Background: an optimization exercise with open tools, aiming at small area. Do not read the settings as production practice. Only simulation tests tie the RTL to the original design; equivalence was not proved. Power figures rest on the tool's default switching activity, not on a simulated workload.

==> flow/design.v <==
module MMU(
  input         clock,
  input         reset,
  output        io_mmu_req_ready,
  input         io_mmu_req_valid,
  input  [63:0] io_mmu_req_bits_addr,
  input  [63:0] io_mmu_req_bits_PTBR,
  input  [1:0]  io_mmu_req_bits_source,
  input         io_mmu_rsp_ready,
  output        io_mmu_rsp_valid,
  output [63:0] io_mmu_rsp_bits_addr,
  output [1:0]  io_mmu_rsp_bits_source,
  input         io_mem_req_ready,
  output        io_mem_req_valid,
  output [63:0] io_mem_req_bits_addr,
  output [2:0]  io_mem_req_bits_source,
  output        io_mem_rsp_ready,
  input         io_mem_rsp_valid,
  input  [63:0] io_mem_rsp_bits_data,
  input  [2:0]  io_mem_rsp_bits_source
);
  function [1:0] rr_pick;
    input [3:0] v;
    input [1:0] lg;
    begin
      if (v[1] && lg < 2'd1)      rr_pick = 2'd1;
      else if (v[2] && lg < 2'd2) rr_pick = 2'd2;
      else if (v[3] && lg < 2'd3) rr_pick = 2'd3;
      else if (v[0])              rr_pick = 2'd0;
      else if (v[1])              rr_pick = 2'd1;
      else if (v[2])              rr_pick = 2'd2;
      else                        rr_pick = 2'd3;
    end
  endfunction
  function [1:0] first_set;
    input [3:0] v;
    begin
      if (v[0])      first_set = 2'd0;
      else if (v[1]) first_set = 2'd1;
      else if (v[2]) first_set = 2'd2;
      else           first_set = 2'd3;
    end
  endfunction
  reg        q1_full, q2_full, q3_full, q4_full;      
  reg [1:0]  q1_src, q3_src, q4_src;                 
  reg        pcq_full, llq_full, pcr_full, llr_full;  
  reg [1:0]  pcq_src, llq_src;
  reg [1:0]  r_src;                                   
  reg        pcq_lvl;                                 
  reg [7:0]  fst;                                     
  reg [3:0]  flv;                                     
  reg [7:0]  fsrc;
  reg [7:0]  lst;                                     
  reg [7:0]  lsrc;
  reg [1:0]  fl_mlg, ll_mlg, ll_rlg;                  
  reg [175:0] s_ppn;    
  reg [79:0]  s_vlo;    
  reg [27:0]  s_vhi;    
  wire [3:0] fl_idle, fl_req, fl_wait, fl_ll;
  wire [3:0] ll_idle, ll_req, ll_wait, ll_rsp;
  wire [3:0] fl_hit, ll_hit;
  genvar g;
  generate
    for (g = 0; g < 4; g = g + 1) begin : dec
      assign fl_idle[g] = fst[2*g +: 2] == 2'd0;
      assign fl_req[g]  = fst[2*g +: 2] == 2'd1;
      assign fl_wait[g] = fst[2*g +: 2] == 2'd2;
      assign fl_ll[g]   = fst[2*g +: 2] == 2'd3;
      assign ll_idle[g] = lst[2*g +: 2] == 2'd0;
      assign ll_req[g]  = lst[2*g +: 2] == 2'd1;
      assign ll_wait[g] = lst[2*g +: 2] == 2'd2;
      assign ll_rsp[g]  = lst[2*g +: 2] == 2'd3;
      assign fl_hit[g]  = fl_wait[g] && fsrc[2*g +: 2] == r_src;
      assign ll_hit[g]  = ll_wait[g] && lsrc[2*g +: 2] == r_src;
    end
  endgenerate
  wire req_fire = io_mmu_req_valid & ~q1_full;
  wire q1_deq   = q1_full;              
  wire q2_deq   = q2_full;              
  wire [1:0] fl_enq = first_set(fl_idle);
  wire [1:0] fl_mch   = rr_pick(fl_req, fl_mlg);
  wire       fl_mfire = (|fl_req) & ~pcq_full;
  wire       pcr_deq  = pcr_full;       
  wire [1:0] fl_lch   = first_set(fl_ll);
  wire       fl_lfire = |fl_ll;         
  wire [1:0] ll_enq   = first_set(ll_idle);
  wire [1:0] ll_mch   = rr_pick(ll_req, ll_mlg);
  wire       ll_mfire = (|ll_req) & ~llq_full;
  wire       llr_deq  = llr_full;
  wire [1:0] ll_rch   = rr_pick(ll_rsp, ll_rlg);
  wire       ll_rfire = (|ll_rsp) & ~q3_full;
  wire q3_deq = q3_full & ~q4_full;
  wire q4_deq = q4_full & io_mmu_rsp_ready;
  wire llq_deq  = llq_full & io_mem_req_ready;
  wire pcq_deq  = pcq_full & ~llq_full & io_mem_req_ready;
  wire rsp_hi   = io_mem_rsp_bits_source[2];
  wire pcr_enq  = io_mem_rsp_valid & rsp_hi & ~pcr_full;
  wire llr_enq  = io_mem_rsp_valid & ~rsp_hi & ~llr_full;
  integer i;
  always @(posedge clock) begin
    if (reset) q1_full <= 1'b0; else if (req_fire) q1_full <= 1'b1; else if (q1_deq) q1_full <= 1'b0;
    if (reset) q2_full <= 1'b0; else if (q1_deq) q2_full <= 1'b1; else if (q2_deq) q2_full <= 1'b0;
    if (reset) q3_full <= 1'b0; else if (ll_rfire) q3_full <= 1'b1; else if (q3_deq) q3_full <= 1'b0;
    if (reset) q4_full <= 1'b0; else if (q3_deq) q4_full <= 1'b1; else if (q4_deq) q4_full <= 1'b0;
    if (reset) pcq_full <= 1'b0; else if (fl_mfire) pcq_full <= 1'b1; else if (pcq_deq) pcq_full <= 1'b0;
    if (reset) llq_full <= 1'b0; else if (ll_mfire) llq_full <= 1'b1; else if (llq_deq) llq_full <= 1'b0;
    if (reset) pcr_full <= 1'b0; else if (pcr_enq) pcr_full <= 1'b1; else if (pcr_deq) pcr_full <= 1'b0;
    if (reset) llr_full <= 1'b0; else if (llr_enq) llr_full <= 1'b1; else if (llr_deq) llr_full <= 1'b0;
    if (req_fire) q1_src <= io_mmu_req_bits_source;
    if (ll_rfire) q3_src <= lsrc[2*ll_rch +: 2];
    if (q3_deq) q4_src <= q3_src;
    if (fl_mfire) begin
      pcq_src <= fsrc[2*fl_mch +: 2];
      pcq_lvl <= flv[fl_mch];
    end
    if (ll_mfire) llq_src <= lsrc[2*ll_mch +: 2];
    if (pcr_enq | llr_enq) r_src <= io_mem_rsp_bits_source[1:0];
    if (reset) fl_mlg <= 2'd0; else if (fl_mfire) fl_mlg <= fl_mch;
    if (reset) ll_mlg <= 2'd0; else if (ll_mfire) ll_mlg <= ll_mch;
    if (reset) ll_rlg <= 2'd0; else if (ll_rfire) ll_rlg <= ll_rch;
    for (i = 0; i < 4; i = i + 1) begin
      if (reset) begin
        fst[2*i +: 2] <= 2'd0;
        lst[2*i +: 2] <= 2'd0;
      end else begin
        if (q2_deq && fl_enq == i) fst[2*i +: 2] <= 2'd1;
        if (fl_mfire && fl_mch == i) fst[2*i +: 2] <= 2'd2;
        if (pcr_deq && fl_hit[i]) fst[2*i +: 2] <= flv[i] ? 2'd1 : 2'd3;
        if (fl_lfire && fl_lch == i) fst[2*i +: 2] <= 2'd0;
        if (fl_lfire && ll_enq == i) lst[2*i +: 2] <= 2'd1;
        if (ll_mfire && ll_mch == i) lst[2*i +: 2] <= 2'd2;
        if (llr_deq && ll_hit[i]) lst[2*i +: 2] <= 2'd3;
        if (ll_rfire && ll_rch == i) lst[2*i +: 2] <= 2'd0;
      end
      if (q2_deq && fl_enq == i) begin
        flv[i] <= 1'b1;
        fsrc[2*i +: 2] <= q1_src;
      end else if (pcr_deq && fl_hit[i]) begin
        flv[i] <= 1'b0;
      end
      if (fl_lfire && ll_enq == i) lsrc[2*i +: 2] <= fsrc[2*fl_lch +: 2];
    end
  end
  wire rsp_fire = io_mem_rsp_valid & (rsp_hi ? ~pcr_full : ~llr_full);
  wire [43:0] req_ppn = io_mmu_req_bits_PTBR[43:0];
  wire [19:0] req_vlo = io_mmu_req_bits_addr[31:12];
  wire [6:0]  req_vhi = io_mmu_req_bits_addr[38:32];
  wire [43:0] rsp_ppn = io_mem_rsp_bits_data[53:10];
  wire [19:0] rsp_vlo = {io_mem_rsp_bits_data[63:54], io_mem_rsp_bits_data[9:0]};
  generate
    for (g = 0; g < 4; g = g + 1) begin : slot
      wire wp = rsp_fire && io_mem_rsp_bits_source[1:0] == g;
      wire wv = wp & ~rsp_hi;
      wire wr = req_fire && io_mmu_req_bits_source == g && !wp;
      wire hp = ~(wr | wp);
      wire hv = ~(wr | wv);
      always @(posedge clock) begin
        s_ppn[44*g +: 44] <= ({44{wr}} & req_ppn) | ({44{wp}} & rsp_ppn) | ({44{hp}} & s_ppn[44*g +: 44]);
        s_vlo[20*g +: 20] <= ({20{wr}} & req_vlo) | ({20{wv}} & rsp_vlo) | ({20{hv}} & s_vlo[20*g +: 20]);
        if (wr) s_vhi[7*g +: 7] <= req_vhi;
      end
    end
  endgenerate
  integer k;
  wire [1:0]  m_src = llq_full ? llq_src : pcq_src;
  wire        lv0 = llq_full;
  wire        lv1 = ~llq_full & ~pcq_lvl;
  wire        lv2 = ~llq_full & pcq_lvl;
  reg  [43:0] m_ppn;
  reg  [8:0]  m_idx;
  reg  [26:0] vk;
  always @(*) begin
    m_ppn = 44'h0;
    m_idx = 9'h0;
    for (k = 0; k < 4; k = k + 1) begin
      vk = {s_vhi[7*k +: 7], s_vlo[20*k +: 20]};
      m_ppn = m_ppn | ({44{m_src == k}} & s_ppn[44*k +: 44]);
      m_idx = m_idx | ({9{m_src == k}} & (({9{lv0}} & vk[8:0]) | ({9{lv1}} & vk[17:9]) | ({9{lv2}} & vk[26:18])));
    end
  end
  assign io_mmu_req_ready       = ~q1_full;
  assign io_mmu_rsp_valid       = q4_full;
  assign io_mmu_rsp_bits_source = q4_src;
  reg [63:0] rsp_word;
  always @(*) begin
    rsp_word = 64'h0;
    for (k = 0; k < 4; k = k + 1)
      rsp_word = rsp_word | ({64{q4_src == k}} & {s_vlo[20*k + 10 +: 10], s_ppn[44*k +: 44], s_vlo[20*k +: 10]});
  end
  assign io_mmu_rsp_bits_addr   = rsp_word;
  assign io_mem_req_valid       = llq_full | pcq_full;
  assign io_mem_req_bits_addr   = {8'h0, m_ppn, m_idx, 3'h0};
  assign io_mem_req_bits_source = {~llq_full, m_src};
  assign io_mem_rsp_ready       = rsp_hi ? ~pcr_full : ~llr_full;
endmodule
export LEC_CHECK = 0
export CAP_MARGIN = 5
export CELL_PAD_IN_SITES_DETAIL_PLACEMENT = 1
export CORE_MARGIN = 2
export CORE_UTILIZATION = 40
export PLACE_DENSITY = 0.45
export SLEW_MARGIN = 5
create_clock -name core_clock -period 6.0 [get_ports {clock}]
standard.sh (not shown) runs the stock make flow with config.mk's settings and CLKGATE_MAP_FILE= SYNTH_SCRIPT=/design/flow/synth_recipe.tcl, a recipe that flattens the netlist after the stock synthesis.
==> flow/flow/run.sh <==
#!/bin/bash
# The standard layout (standard.sh) with three changes:
#  - synthesis: synth_recipe.tcl unchanged, except that abc maps with flow/nf.script (&nf);
#  - port buffers: the smallest buffer (buf_1) on every input and output port;
#  - clock tree: no dummy loads, clkbuf_16 buffers, larger sink clusters.
set -euo pipefail
W=$PWD
cat flow/abc_override.tcl synth_recipe.tcl > my_synth.tcl
sed "s#SYNTH_SCRIPT=[^ ]*#SYNTH_SCRIPT=$W/my_synth.tcl#" standard.sh > my_standard.sh
grep -q "SYNTH_SCRIPT=$W/my_synth.tcl" my_standard.sh
export FLOW_ABC_SCRIPT=$W/flow/nf.script
export BUFFER_PORTS_ARGS="-buffer_cell sky130_fd_sc_hd__buf_1"
export CTS_ARGS="-sink_clustering_enable -repair_clock_nets -dont_use_dummy_load -buf_list sky130_fd_sc_hd__clkbuf_16 -sink_clustering_size 30 -sink_clustering_max_diameter 70"
bash my_standard.sh > standard.log 2>&1
==> flow/flow/abc_override.tcl <==
# Map the logic with ABC's &nf area-oriented mapper (flow/nf.script) in place of the script
# ORFS passes to abc; everything else in the synthesis is the standard synthesis.
proc abc {args} {
  set i [lsearch -exact $args -script]
  if { $i >= 0 } { set args [lreplace $args $i [expr {$i + 1}] -script $::env(FLOW_ABC_SCRIPT)] }
  yosys abc {*}$args
}
==> flow/flow/nf.script <==
strash
&get -n
&st
&dch -f
&nf -R 2000 -C 32 -F 8
&put
The baseline went through all stages and came out clean.
Edit:
==> flow/flow/run.sh (replaced) <==
#!/bin/bash
# The standard layout (standard.sh) with three changes:
#  - synthesis: synth_recipe.tcl unchanged, except that abc maps with flow/nf.script (&nf);
#  - port buffers: the smallest buffer (buf_1) on every input and output port;
#  - clock tree: no dummy loads, clkbuf_8 buffers, larger sink clusters.
set -euo pipefail
W=$PWD
cat flow/abc_override.tcl synth_recipe.tcl > my_synth.tcl
sed "s#SYNTH_SCRIPT=[^ ]*#SYNTH_SCRIPT=$W/my_synth.tcl#" standard.sh > my_standard.sh
grep -q "SYNTH_SCRIPT=$W/my_synth.tcl" my_standard.sh
export FLOW_ABC_SCRIPT=$W/flow/nf.script
export BUFFER_PORTS_ARGS="-buffer_cell sky130_fd_sc_hd__buf_1"
export CTS_ARGS="-sink_clustering_enable -repair_clock_nets -dont_use_dummy_load -buf_list sky130_fd_sc_hd__clkbuf_8 -sink_clustering_size 20 -sink_clustering_max_diameter 60"
bash my_standard.sh > standard.log 2>&1
The changed run finished with timing, DRC and antenna clean.
Total power drops by 6.4%.
Via count stays flat.
Area after synthesis stays the same.
Sequential power stays flat.
Clock skew climbs by 16 ps.
Non-clock buffer count does not change.
Register-to-register slack is worse by 20 ps.
First-iteration DRC count climbs by 3.4%.
Edit:
==> flow/flow/run.sh (replaced) <==
#!/bin/bash
# The standard layout (standard.sh) with three changes:
#  - synthesis: synth_recipe.tcl unchanged, except that abc maps with flow/nf.script (&nf);
#  - port buffers: the smallest buffer (buf_1) on every input and output port;
#  - clock tree: no dummy loads, clkbuf_16 buffers, larger sink clusters.
set -euo pipefail
W=$PWD
cat flow/abc_override.tcl synth_recipe.tcl > my_synth.tcl
sed "s#SYNTH_SCRIPT=[^ ]*#SYNTH_SCRIPT=$W/my_synth.tcl#" standard.sh > my_standard.sh
grep -q "SYNTH_SCRIPT=$W/my_synth.tcl" my_standard.sh
export FLOW_ABC_SCRIPT=$W/flow/nf.script
export BUFFER_PORTS_ARGS="-buffer_cell sky130_fd_sc_hd__buf_1"
export CTS_ARGS="-sink_clustering_enable -repair_clock_nets -dont_use_dummy_load -buf_list sky130_fd_sc_hd__clkbuf_16 -sink_clustering_size 30 -sink_clustering_max_diameter 100"
bash my_standard.sh > standard.log 2>&1
Settings changed: CORE_UTILIZATION 40 to 55, PLACE_DENSITY 0.45 to 0.6.
Effect: The changed run went through all stages and came out clean; global-route usage went up by 9.7 points; via count went up by about 5%; sequential cell count is unchanged; worst setup slack degrades by 600 ps; wire length went down by about 2.6%; synthesized area is unchanged.
Edit:
--- a/flow/flow/run.sh
+++ b/flow/flow/run.sh
@@ -11,4 +11,4 @@
 export FLOW_ABC_SCRIPT=$W/flow/nf.script
 export BUFFER_PORTS_ARGS="-buffer_cell sky130_fd_sc_hd__buf_1"
-export CTS_ARGS="-sink_clustering_enable -repair_clock_nets -dont_use_dummy_load -buf_list sky130_fd_sc_hd__clkbuf_16 -sink_clustering_size 30 -sink_clustering_max_diameter 100"
+export CTS_ARGS="-sink_clustering_enable -repair_clock_nets -dont_use_dummy_load -buf_list sky130_fd_sc_hd__clkbuf_16 -sink_clustering_size 26 -sink_clustering_max_diameter 100"
 bash my_standard.sh > standard.log 2>&1
Settings changed: CORE_UTILIZATION 55 to 40, PLACE_DENSITY 0.6 to 0.45.
Wire length came out higher by about 2.3%; via count came out lower by about 5%; area after synthesis is unchanged; power came out higher by 0.67%; die area came out higher by about 37%; setup slack improved by 670 ps; global-route usage came out lower by 10 points; count of clock-buffer cells in the layout came out higher by 2; cell count came out higher by 7.4%; first-iteration DRC count came out lower by 45%; clock skew came out higher by 19 ps.

========
RTL: the design.v shown in full above, as it stands there.
clock: 6.0 ns
lec_check: 0
cap_margin: 5
cell_pad_in_sites_detail_placement: 1
core_margin: 2
core_utilization: 40
place_density: 0.45
slew_margin: 5
==> flow/flow/run.sh <==
#!/bin/bash
# The standard layout (standard.sh) with three changes:
#  - synthesis: synth_recipe.tcl unchanged, except that abc maps with flow/nf.script (&nf);
#  - port buffers: the smallest buffer (buf_1) on every input and output port;
#  - clock tree: no dummy loads, clkbuf_16 buffers, larger sink clusters.
set -euo pipefail
W=$PWD
cat flow/abc_override.tcl synth_recipe.tcl > my_synth.tcl
sed "s#SYNTH_SCRIPT=[^ ]*#SYNTH_SCRIPT=$W/my_synth.tcl#" standard.sh > my_standard.sh
grep -q "SYNTH_SCRIPT=$W/my_synth.tcl" my_standard.sh
export FLOW_ABC_SCRIPT=$W/flow/nf.script
export BUFFER_PORTS_ARGS="-buffer_cell sky130_fd_sc_hd__buf_1"
export CTS_ARGS="-sink_clustering_enable -repair_clock_nets -dont_use_dummy_load -buf_list sky130_fd_sc_hd__clkbuf_16 -sink_clustering_size 30 -sink_clustering_max_diameter 100"
bash my_standard.sh > standard.log 2>&1
Scripts as last shown in full above: flow/flow/abc_override.tcl, flow/flow/nf.script
The starting point finished with timing, DRC and antenna clean.
Rerun with:
==> flow/run.sh (new file) <==
#!/bin/bash
# synth_recipe.tcl (not shown) runs the flow's synth.tcl, then flattens the netlist and writes it again
# the make line also repeats each setting of config.mk as NAME=value (left out here)
make -C /OpenROAD-flow-scripts/flow DESIGN_CONFIG=/design/flow/config.mk WORK_HOME=/design/flow/orfs CLKGATE_MAP_FILE= SYNTH_SCRIPT=/design/flow/synth_recipe.tcl finish
--- a/flow/config.mk
+++ b/flow/config.mk
@@ -7,0 +8 @@
+export ABC_AREA = 1
@@ -9 +9,0 @@
-export CELL_PAD_IN_SITES_DETAIL_PLACEMENT = 1
@@ -11,0 +12,3 @@
+export CTS_BUF_LIST = sky130_fd_sc_hd__clkbuf_16
+export CTS_CLUSTER_DIAMETER = 100
+export CTS_CLUSTER_SIZE = 26
removed: flow/flow/run.sh
removed: flow/flow/abc_override.tcl
removed: flow/flow/nf.script
removed: flow/standard.sh
Result:
- final area climbs by 18%
- setup slack is worse by 310 ps
- cell count goes up by 36%
- global-route usage came out lower by 0.58 points
- power went up by 5.9%
- routed wire length went up by 10%
- register-to-register slack gets better by 500 ps
- die area grows by 14%

port drivers added, routing unchanged:
How much do the figures lean on ideal ports? The routed layouts below were timed once more, with nothing changed but the port constraints. Step 1, drivers: a clkbuf_16 drives clock and a buf_2 each remaining input, both assumed. Step 2 times the ports against the registers' clock, not the clock port: input delays grow and output delays shrink by t, the midpoint of the rising clock arrivals with the driver on. a / b / c = no drivers / after step 1 / after step 2; a / b = the first two.
run | t, ns | setup slack, ns | pins driven straight from the clock port
the first run of note 1 | 0.633 | 1.183 / 1.125 / 1.669 | 1
the second run of note 1 | 0.653 | 1.170 / 1.117 / 1.683 | 1
the third run of note 1 | 0.566 | 0.569 / 0.517 / 1.083 | 1
the fourth run of note 1 | 0.579 | 1.243 / 1.185 / 1.660 | 1
the first run of note 2 | 0.559 | 1.251 / 1.198 / 1.658 | 1
the second run of note 2 | 0.607 | 0.944 / 0.886 / 1.493 | 1
After both steps every run listed still meets setup and hold.
